Context: an optimization exercise on an open-source flow, tuned for small area, a short achievable clock period and few clock cycles. The choices shown serve that exercise and are no tape-out recipe.
RTL that was checked went through simulation tests only; none was proved equivalent to the original.

## SHA1_hash
module SHA1_hash (
	clk,
	nreset,
	start_hash,
	message_addr,
	message_size,
	hash,
	done,
	port_A_data_out,
	port_A_addr
	);
input		clk;
input		nreset;
input		start_hash;
input	[31:0]	message_addr;
input	[31:0]	message_size;
output	[159:0]	hash;
output		done;
input	[31:0]	port_A_data_out;
output	[15:0]	port_A_addr;
localparam [31:0] IV0 = 32'h67452301;
localparam [31:0] IV1 = 32'hEFCDAB89;
localparam [31:0] IV2 = 32'h98BADCFE;
localparam [31:0] IV3 = 32'h10325476;
localparam [31:0] IV4 = 32'hC3D2E1F0;
reg		done;
reg		busy;
reg	[6:0]	tc;		 
reg		init;		 
reg		first;		 
reg		last;		 
reg		pad_done;	 
reg	[13:0]	dw;		 
reg	[13:0]	waddr;		 
reg	[31:0]	a, bq, cq, q, r;
reg	[31:0]	h0, h1, h2, h3, h4;
reg	[31:0]	w [0:15];
reg		rd_r, cap_r, lenw_r;
reg		dwz_r;		 
reg		f_ch_r, f_maj_r;
reg	[1:0]	k_r;
reg	[4:0]	st_r;		 
reg		rot_r;		 
reg		xrot_r, xun_r;	 
reg	[4:0]	hiv_r;		 
reg		injb_r, inja_r;
reg	[2:0]	ivb_r;		 
reg	[1:0]	iva_r;		 
function [31:0] add32;
	input [31:0] x, y;
	reg [31:0] g, p, p0;
	integer l, j;
	begin
		g = x & y;
		p = x ^ y;
		p0 = p;
		for (l = 1; l < 32; l = l * 2)
			for (j = 31; j >= l; j = j - 1) begin
				g[j] = g[j] | (p[j] & g[j-l]);
				p[j] = p[j] & p[j-l];
			end
		add32 = p0 ^ {g[30:0], 1'b0};
	end
endfunction
assign port_A_addr = {waddr, 2'b00};
assign hash = {h0, h1, h2, h3, h4};
wire	[6:0]	tcn = start_hash ? 7'd78 : (tc == 7'd81) ? 7'd0 : tc + 7'd1;
wire		initn = start_hash ? 1'b1 : (tc == 7'd81) ? 1'b0 : init;
wire		firstn = start_hash ? 1'b1 : (tc == 7'd81 && !init) ? 1'b0 : first;
always @(posedge clk) begin
	tc      <= tcn;
	init    <= initn;
	first   <= firstn;
	rd_r    <= (tcn >= 7'd78) || (tcn <= 7'd11);
	cap_r   <= (tcn >= 7'd79) || (tcn <= 7'd12);
	f_ch_r  <= (tcn <= 7'd18) || (tcn >= 7'd81);
	f_maj_r <= (tcn >= 7'd39) && (tcn <= 7'd58);
	k_r     <= (tcn <= 7'd17 || tcn >= 7'd80) ? 2'd0 :
		   (tcn <= 7'd37) ? 2'd1 : (tcn <= 7'd57) ? 2'd2 : 2'd3;
	st_r    <= {tcn == 7'd80, tcn == 7'd79, tcn == 7'd78, tcn == 7'd77, tcn == 7'd76};
	rot_r   <= (tcn >= 7'd76) || (tcn <= 7'd3);
	xrot_r  <= (tcn >= 7'd76) && (tcn <= 7'd78);
	xun_r   <= (tcn == 7'd79) || (tcn == 7'd80);
  ...
Size: about 900 flip-flops, roughly 280 I/O pins, ~0.033 mm^2 of cells after synthesis.
==> flow/config.mk <==
export PLATFORM = sky130hd
export DESIGN_NAME = SHA1_hash
export DESIGN_NICKNAME = SHA1_hash
export VERILOG_FILES = /design/flow/design.v
export SDC_FILE = /design/flow/constraint.sdc
export NUM_CORES = 4
export LEC_CHECK = 0
export CAP_MARGIN = 50
export CORE_MARGIN = 2
export CORE_UTILIZATION = 40
export CTS_BUF_LIST = sky130_fd_sc_hd__clkbuf_8 sky130_fd_sc_hd__clkbuf_16
export CTS_CLUSTER_DIAMETER = 100
export CTS_CLUSTER_SIZE = 30
export SETUP_SLACK_MARGIN = 5
export SLEW_MARGIN = 50
==> flow/constraint.sdc <==
create_clock -name core_clock -period 8.0 [get_ports {clk}]
set_input_delay 1.6000 -clock core_clock [delete_from_list [all_inputs] [get_ports {clk}]]
set_output_delay 1.6000 -clock core_clock [all_outputs]
set_load 0.01 [all_outputs]
run.sh (not shown) runs the stock make flow with config.mk's settings and CLKGATE_MAP_FILE= SYNTH_SCRIPT=/design/flow/synth_recipe.tcl, a recipe that flattens the netlist after the stock synthesis.
Testbench counts at the start, summed over its fixed seeds: cycles 51,526.
Then changed:
CTS_BUF_LIST = sky130_fd_sc_hd__clkbuf_8   (was sky130_fd_sc_hd__clkbuf_8 sky130_fd_sc_hd__clkbuf_16)
CTS_CLUSTER_DIAMETER = 60   (was 100)
CTS_CLUSTER_SIZE = 20   (was 30)
The changed run ran to the end with no violations.
Clock skew climbs by 0.018 ns.
Synthesized cell count does not change.
Synthesized area is unchanged.
Then changed:
CTS_CLUSTER_SIZE = 16   (was 20)
PLACE_DENSITY = 0.75   (was unset)
Outcome:
- synthesized cell count does not change
- area after synthesis is unchanged
- worst setup slack improves by 0.029 ns

SHA1_hash, a different RTL version from the one above (not shown whole).
Size: about 2500 cells after synthesis, roughly 900 flip-flops, roughly 280 I/O pins, roughly 0.031 sq mm of cells after synthesis.
export LEC_CHECK = 0
export CAP_MARGIN = 50
export CORE_MARGIN = 2
export CORE_UTILIZATION = 40
export CTS_BUF_LIST = sky130_fd_sc_hd__clkbuf_8
export CTS_CLUSTER_DIAMETER = 50
export CTS_CLUSTER_SIZE = 14
export PLACE_DENSITY = 0.8
export SETUP_SLACK_MARGIN = 5
export SLEW_MARGIN = 50
create_clock -name core_clock -period 8.0 [get_ports {clk}]
standard.sh (not shown) runs the stock make flow with config.mk's settings and CLKGATE_MAP_FILE= SYNTH_SCRIPT=/design/flow/synth_recipe.tcl, a recipe that flattens the netlist after the stock synthesis.
==> flow/flow/run.sh <==
#!/bin/bash
# Layout flow: the standard ORFS layout (standard.sh), unchanged except
# that the ports are buffered with sky130_fd_sc_hd__buf_1 cells (the repair
# steps may still resize them) instead of the buffer the flow picks itself.
# Each step's full output goes to a log file in the work folder.
set -euo pipefail
export BUFFER_PORTS_ARGS="-buffer_cell sky130_fd_sc_hd__buf_1"
bash standard.sh synth > synth.log 2>&1
bash standard.sh finish > layout.log 2>&1
test -f out/final.def
Testbench counts at the start, summed over its fixed seeds: cycles 51,526.
Edit:
==> flow/run.sh (new file) <==
#!/bin/bash
# synth_recipe.tcl (not shown) runs the flow's synth.tcl, then flattens the netlist and writes it again
# the make line also repeats each setting of config.mk as NAME=value (left out here)
make -C /OpenROAD-flow-scripts/flow DESIGN_CONFIG=/design/flow/config.mk WORK_HOME=/design/flow/orfs CLKGATE_MAP_FILE= SYNTH_SCRIPT=/design/flow/synth_recipe.tcl finish
Settings changed: PLACE_DENSITY 0.8 to 0.75.
removed: flow/flow/run.sh
removed: flow/standard.sh
The changed run produced a clean layout.
Setup slack got worse by 0.022 ns.
Wire length came out higher by 1.1%.
Count of clock-buffer cells in the layout came out higher by 2.

Starting RTL as in the previous note.
Settings: LEC_CHECK=0, CAP_MARGIN=50, CORE_MARGIN=2, CORE_UTILIZATION=40, CTS_BUF_LIST=sky130_fd_sc_hd__clkbuf_4 sky130_fd_sc_hd__clkbuf_8, CTS_CLUSTER_DIAMETER=40, CTS_CLUSTER_SIZE=10, PLACE_DENSITY=0.75, SETUP_SLACK_MARGIN=5, SLEW_MARGIN=50; clock period 8.0 ns.
==> flow/flow/run.sh <==
#!/bin/bash
# Layout flow: the standard ORFS layout (standard.sh), unchanged except
# that the ports are buffered with sky130_fd_sc_hd__buf_1 cells (the repair
# steps may still resize them) instead of the buffer the flow picks itself.
# Each step's full output goes to a log file in the work folder.
set -euo pipefail
export BUFFER_PORTS_ARGS="-buffer_cell sky130_fd_sc_hd__buf_1"
bash standard.sh synth > synth.log 2>&1
bash standard.sh finish > layout.log 2>&1
test -f out/final.def
The starting point passed the timing, design-rule and antenna checks.
Testbench counts at the start, summed over its fixed seeds: cycles 51,526.
Change:
Settings changed: CTS_BUF_LIST sky130_fd_sc_hd__clkbuf_4 sky130_fd_sc_hd__clkbuf_8 to sky130_fd_sc_hd__clkbuf_8, CTS_CLUSTER_DIAMETER 40 to 50, CTS_CLUSTER_SIZE 10 to 14.
Core utilization goes down by 2.1 points. Worst hold slack improves by 0.0063 ns. Clock skew fell by 0.0062 ns. Routed wire length fell by 6.1%.
Change:
==> flow/run.sh (new file) <==
#!/bin/bash
# synth_recipe.tcl (not shown) runs the flow's synth.tcl, then flattens the netlist and writes it again
# the make line also repeats each setting of config.mk as NAME=value (left out here)
make -C /OpenROAD-flow-scripts/flow DESIGN_CONFIG=/design/flow/config.mk WORK_HOME=/design/flow/orfs CLKGATE_MAP_FILE= SYNTH_SCRIPT=/design/flow/synth_recipe.tcl finish
Settings changed: CTS_CLUSTER_DIAMETER 50 to 60, CTS_CLUSTER_SIZE 14 to 16.
removed: flow/flow/run.sh
removed: flow/standard.sh
Result:
- synthesized area does not change
- final area came out higher by a few percent
- clock-buffer cell count came out lower by 17
Change:
==> flow/flow/run.sh (new file) <==
#!/bin/bash
# Layout flow: the standard ORFS layout (standard.sh), unchanged except
# that the ports are buffered with sky130_fd_sc_hd__buf_1 cells (the repair
# steps may still resize them) instead of the buffer the flow picks itself.
# Each step's full output goes to a log file in the work folder.
set -euo pipefail
export BUFFER_PORTS_ARGS="-buffer_cell sky130_fd_sc_hd__buf_1"
bash standard.sh synth > synth.log 2>&1
bash standard.sh finish > layout.log 2>&1
test -f out/final.def
==> flow/standard.sh (new file) <==
#!/bin/bash
# synth_recipe.tcl (not shown) runs the flow's synth.tcl, then flattens the netlist and writes it again
# the make line also repeats each setting of config.mk as NAME=value (left out here)
make -C /OpenROAD-flow-scripts/flow DESIGN_CONFIG=/design/flow/config.mk WORK_HOME=/design/flow/orfs CLKGATE_MAP_FILE= SYNTH_SCRIPT=/design/flow/synth_recipe.tcl "${@:-finish}"
removed: flow/run.sh
The new run ran to the end with no violations.
Area after synthesis stays the same.
Cell count shrinks by about 2.5%.
Sequential share of layout area grows by 2.6 points.
Fmax shrinks by 1.5%.
Sequential cell count is unchanged.
Setup slack gets worse by 0.053 ns.
Clock-buffer cell count shrinks by 1.
Die area is unchanged.
Via count shrinks by 2.3%.
Routed wire length shrinks by about 4%.

The RTL this note starts from:
==> flow/design.v <==
module SHA1_hash (
	clk,
	nreset,
	start_hash,
	message_addr,
	message_size,
	hash,
	done,
	port_A_data_out,
	port_A_addr
	);
input		clk;
input		nreset;
input		start_hash;
input	[31:0]	message_addr;
input	[31:0]	message_size;
output	[159:0]	hash;
output		done;
input	[31:0]	port_A_data_out;
output	[15:0]	port_A_addr;
localparam [31:0] IV0 = 32'h67452301;
localparam [31:0] IV1 = 32'hEFCDAB89;
localparam [31:0] IV2 = 32'h98BADCFE;
localparam [31:0] IV3 = 32'h10325476;
localparam [31:0] IV4 = 32'hC3D2E1F0;
reg		done;
reg		busy;
reg	[6:0]	tc;		 
reg		init;		 
reg		first;		 
reg		last;		 
reg		pad_done;	 
reg	[13:0]	dw;		 
reg	[13:0]	waddr;		 
reg	[31:0]	a, bq, cq, q, r;
reg	[31:0]	h0, h1, h2, h3, h4;
reg	[31:0]	w [0:15];
reg		rd_r, cap_r, lenw_r;
reg		dwz_r;		 
reg		f_ch_r, f_maj_r;
reg	[1:0]	k_r;
reg	[4:0]	st_r;		 
reg		rot_r;		 
reg		xrot_r, xun_r;	 
reg	[4:0]	hiv_r;		 
reg		injb_r, inja_r;
reg	[2:0]	ivb_r;		 
reg	[1:0]	iva_r;		 
assign port_A_addr = {waddr, 2'b00};
assign hash = {h0, h1, h2, h3, h4};
wire	[6:0]	tcn = start_hash ? 7'd78 : (tc == 7'd81) ? 7'd0 : tc + 7'd1;
wire		initn = start_hash ? 1'b1 : (tc == 7'd81) ? 1'b0 : init;
wire		firstn = start_hash ? 1'b1 : (tc == 7'd81 && !init) ? 1'b0 : first;
always @(posedge clk) begin
	tc      <= tcn;
	init    <= initn;
	first   <= firstn;
	rd_r    <= (tcn >= 7'd78) || (tcn <= 7'd11);
	cap_r   <= (tcn >= 7'd79) || (tcn <= 7'd12);
	f_ch_r  <= (tcn <= 7'd18) || (tcn >= 7'd81);
	f_maj_r <= (tcn >= 7'd39) && (tcn <= 7'd58);
	k_r     <= (tcn <= 7'd17 || tcn >= 7'd80) ? 2'd0 :
		   (tcn <= 7'd37) ? 2'd1 : (tcn <= 7'd57) ? 2'd2 : 2'd3;
	st_r    <= {tcn == 7'd80, tcn == 7'd79, tcn == 7'd78, tcn == 7'd77, tcn == 7'd76};
	rot_r   <= (tcn >= 7'd76) || (tcn <= 7'd3);
	xrot_r  <= (tcn >= 7'd76) && (tcn <= 7'd78);
	xun_r   <= (tcn == 7'd79) || (tcn == 7'd80);
	hiv_r   <= firstn ? {tcn == 7'd80, tcn == 7'd79, tcn == 7'd78, tcn == 7'd77, tcn == 7'd76} : 5'd0;
	injb_r  <= (tcn >= 7'd78) && (tcn <= 7'd80);
	inja_r  <= (tcn >= 7'd80);
	ivb_r   <= initn ? {tcn == 7'd78, tcn == 7'd79, tcn == 7'd80} : 3'd0;
	iva_r   <= initn ? {tcn == 7'd80, tcn == 7'd81} : 2'd0;
end
wire	[31:0]	mem_be = {port_A_data_out[7:0], port_A_data_out[15:8],
			  port_A_data_out[23:16], port_A_data_out[31:24]};
wire		part  = !pad_done && dwz_r;	 
wire		full  = !pad_done && !dwz_r;
wire	[1:0]	rb = message_size[1:0];
wire	[3:0]	keep = full ? 4'b1111 :
		       part ? (rb == 2'd0 ? 4'b0000 : rb == 2'd1 ? 4'b1000 :
			       rb == 2'd2 ? 4'b1100 : 4'b1110) : 4'b0000;
wire	[3:0]	p80  = part ? (rb == 2'd0 ? 4'b1000 : rb == 2'd1 ? 4'b0100 :
			       rb == 2'd2 ? 4'b0010 : 4'b0001) : 4'b0000;
wire	[31:0]	kmask = {{8{keep[3]}}, {8{keep[2]}}, {8{keep[1]}}, {8{keep[0]}}};
wire	[31:0]	pbits = {p80[3], 7'd0, p80[2], 7'd0, p80[1], 7'd0, p80[0], 7'd0} |
			(lenw_r ? {13'd0, message_size[15:0], 3'd0} : 32'd0);
wire	[31:0]	wmem  = (mem_be & kmask) | pbits;
wire	[31:0]	wx    = w[13] ^ w[8] ^ w[2] ^ w[0];
wire	[31:0]	wnew  = cap_r ? wmem : {wx[30:0], wx[31]};
wire	[13:0]	dw_dec = dw - 14'd1;
wire	[13:0]	dwn = start_hash ? message_size[15:2] : cap_r ? dw_dec : dw;
always @(posedge clk) begin
	dw <= dwn;
	dwz_r <= (dwn == 14'd0);
	waddr <= start_hash ? message_addr[15:2] : rd_r ? waddr + 14'd1 : waddr;
	if (start_hash)
		pad_done <= 1'b0;
	else if (cap_r && part)
		pad_done <= 1'b1;
	lenw_r <= (tcn == 7'd12) && pad_done;
	if (start_hash)
		last <= 1'b0;
	else if (lenw_r)
		last <= 1'b1;
end
wire	[31:0]	kc = (k_r == 2'd0) ? 32'h5A827999 : (k_r == 2'd1) ? 32'h6ED9EBA1 :
		     (k_r == 2'd2) ? 32'h8F1BBCDC : 32'hCA62C1D6;
wire	[31:0]	fb = a, fc = bq, fd = cq;
wire	[31:0]	fv = f_ch_r  ? ((fb & fc) | (~fb & fd)) :
		     f_maj_r ? ((fb & fc) | (fb & fd) | (fc & fd)) : (fb ^ fc ^ fd);
wire	[31:0]	r_next = cq + kc + w[15];
wire	[31:0]	q_next = fv + r;
wire	[31:0]	a_round = {a[26:0], a[31:27]} + q;
wire	[31:0]	x_ring = ({32{xun_r}} & a) | ({32{xrot_r}} & {a[1:0], a[31:2]});
wire	[31:0]	h_in = hiv_r[0] ? IV4 : hiv_r[1] ? IV3 : hiv_r[2] ? IV2 :
		       hiv_r[3] ? IV1 : hiv_r[4] ? IV0 : h4;
wire	[31:0]	h_sum = h_in + x_ring;
wire	[31:0]	tap_b = ivb_r[2] ? IV4 : ivb_r[1] ? IV3 : ivb_r[0] ? IV2 : h1;
wire	[31:0]	tap_a = iva_r[1] ? IV1 : iva_r[0] ? IV0 : h0;
integer i;
always @(posedge clk) begin
	for (i = 0; i < 15; i = i + 1)
		w[i] <= w[i+1];
	w[15] <= wnew;
	r  <= r_next;
	q  <= q_next;
	a  <= inja_r ? tap_a : a_round;
	bq <= injb_r ? tap_b : {a[1:0], a[31:2]};
	cq <= bq;
	if (busy && rot_r) begin
		h0 <= h_sum;
		h1 <= h0;
		h2 <= h1;
		h3 <= h2;
		h4 <= h3;
	end
end
always @(posedge clk or negedge nreset) begin
	if (!nreset) begin
		busy <= 1'b0;
		done <= 1'b0;
	end else if (!busy) begin
		if (start_hash) begin
			busy <= 1'b1;
			done <= 1'b0;
		end
	end else if (st_r[4] && last && !init) begin
		busy <= 1'b0;
		done <= 1'b1;
	end
end
endmodule
clock: 8.0 ns
lec_check: 0
cap_margin: 50
core_margin: 2
core_utilization: 40
slew_margin: 50
run.sh (not shown) runs the stock make flow with config.mk's settings and CLKGATE_MAP_FILE= SYNTH_SCRIPT=/design/flow/synth_recipe.tcl, a recipe that flattens the netlist after the stock synthesis.
Stock flow here: none of the scripts above is used.
Next try:
--- a/flow/config.mk
+++ b/flow/config.mk
@@ -9,3 +9,4 @@
 export CORE_MARGIN = 2
-export CORE_UTILIZATION = 40
+export CORE_UTILIZATION = 65
+export SETUP_SLACK_MARGIN = 5
 export SLEW_MARGIN = 50
Outcome: Worst setup slack gains 0.85 ns; critical path depth does not change; final area grows by 8.3%; flip-flop and latch count stays the same; wire length grows by 19%; non-clock buffer count grows by 254; utilization grows by 37 points.
Next try:
--- a/flow/config.mk
+++ b/flow/config.mk
@@ -9,3 +9,3 @@
 export CORE_MARGIN = 2
-export CORE_UTILIZATION = 65
+export CORE_UTILIZATION = 40
 export SETUP_SLACK_MARGIN = 5
=> Sequential share of layout area decreases by 0.89 points; first-iteration DRC count decreases by about 30%; area after synthesis stays the same; cell area increases by 2.0%; routed wire length decreases by about 7.5%; via count decreases by 6.4%; worst setup slack gains 0.21 ns; maximum frequency increases by about 6%; clock skew decreases by 0.0093 ns.
No run of this note included a check of the RTL's function; only the layout flow was run.

## separate check: timing with driven ports
The results above use ideal ports. As a check the final layouts listed here were re-extracted and re-timed, cells and wires unchanged. Step 1, drivers: a clkbuf_16 drives clk and a buf_2 each remaining input, both assumed. Step 2 times the ports against the registers' clock, not the clock port: input delays grow and output delays shrink by t, the midpoint of the rising clock arrivals with the driver on. a / b / c = ideal ports / drivers / drivers and shift; a / b = the first two.
run	shift t [ns]	setup WS [ns]	worst data-port slew with drivers (ns)	pins driven straight from the clock port
the first run of note 1	0.672	4.293 / 4.293 / 4.293	0.05	1
the second run of note 1	0.761	4.302 / 4.302 / 4.302	0.05	1
the third run of note 1	0.762	4.332 / 4.332 / 4.332	0.08	1
the first run of note 2	0.760	4.442 / 4.442 / 4.386	0.08	1
the second run of note 2	0.752	4.420 / 4.420 / 4.420	0.08	1
the first run of note 3	0.777	4.405 / 4.405 / 4.367	0.09	1
the second run of note 3	0.724	4.429 / 4.429 / 4.399	0.08	1
the third run of note 3	0.725	4.486 / 4.486 / 4.486	0.07	1
the fourth run of note 3	0.736	4.432 / 4.432 / 4.399	0.09	1
the first run of note 4	0.698	3.256 / 3.256 / 3.256	0.06	1
the second run of note 4	0.718	4.103 / 4.103 / 4.103	0.05	1
the third run of note 4	0.717	4.315 / 4.315 / 4.315	0.06	1
After both steps setup and hold are still met in every run listed. The setup slack of the first run of note 2, which loses most, moves by 0.000 ns with the drivers and by -0.056 ns with both steps.
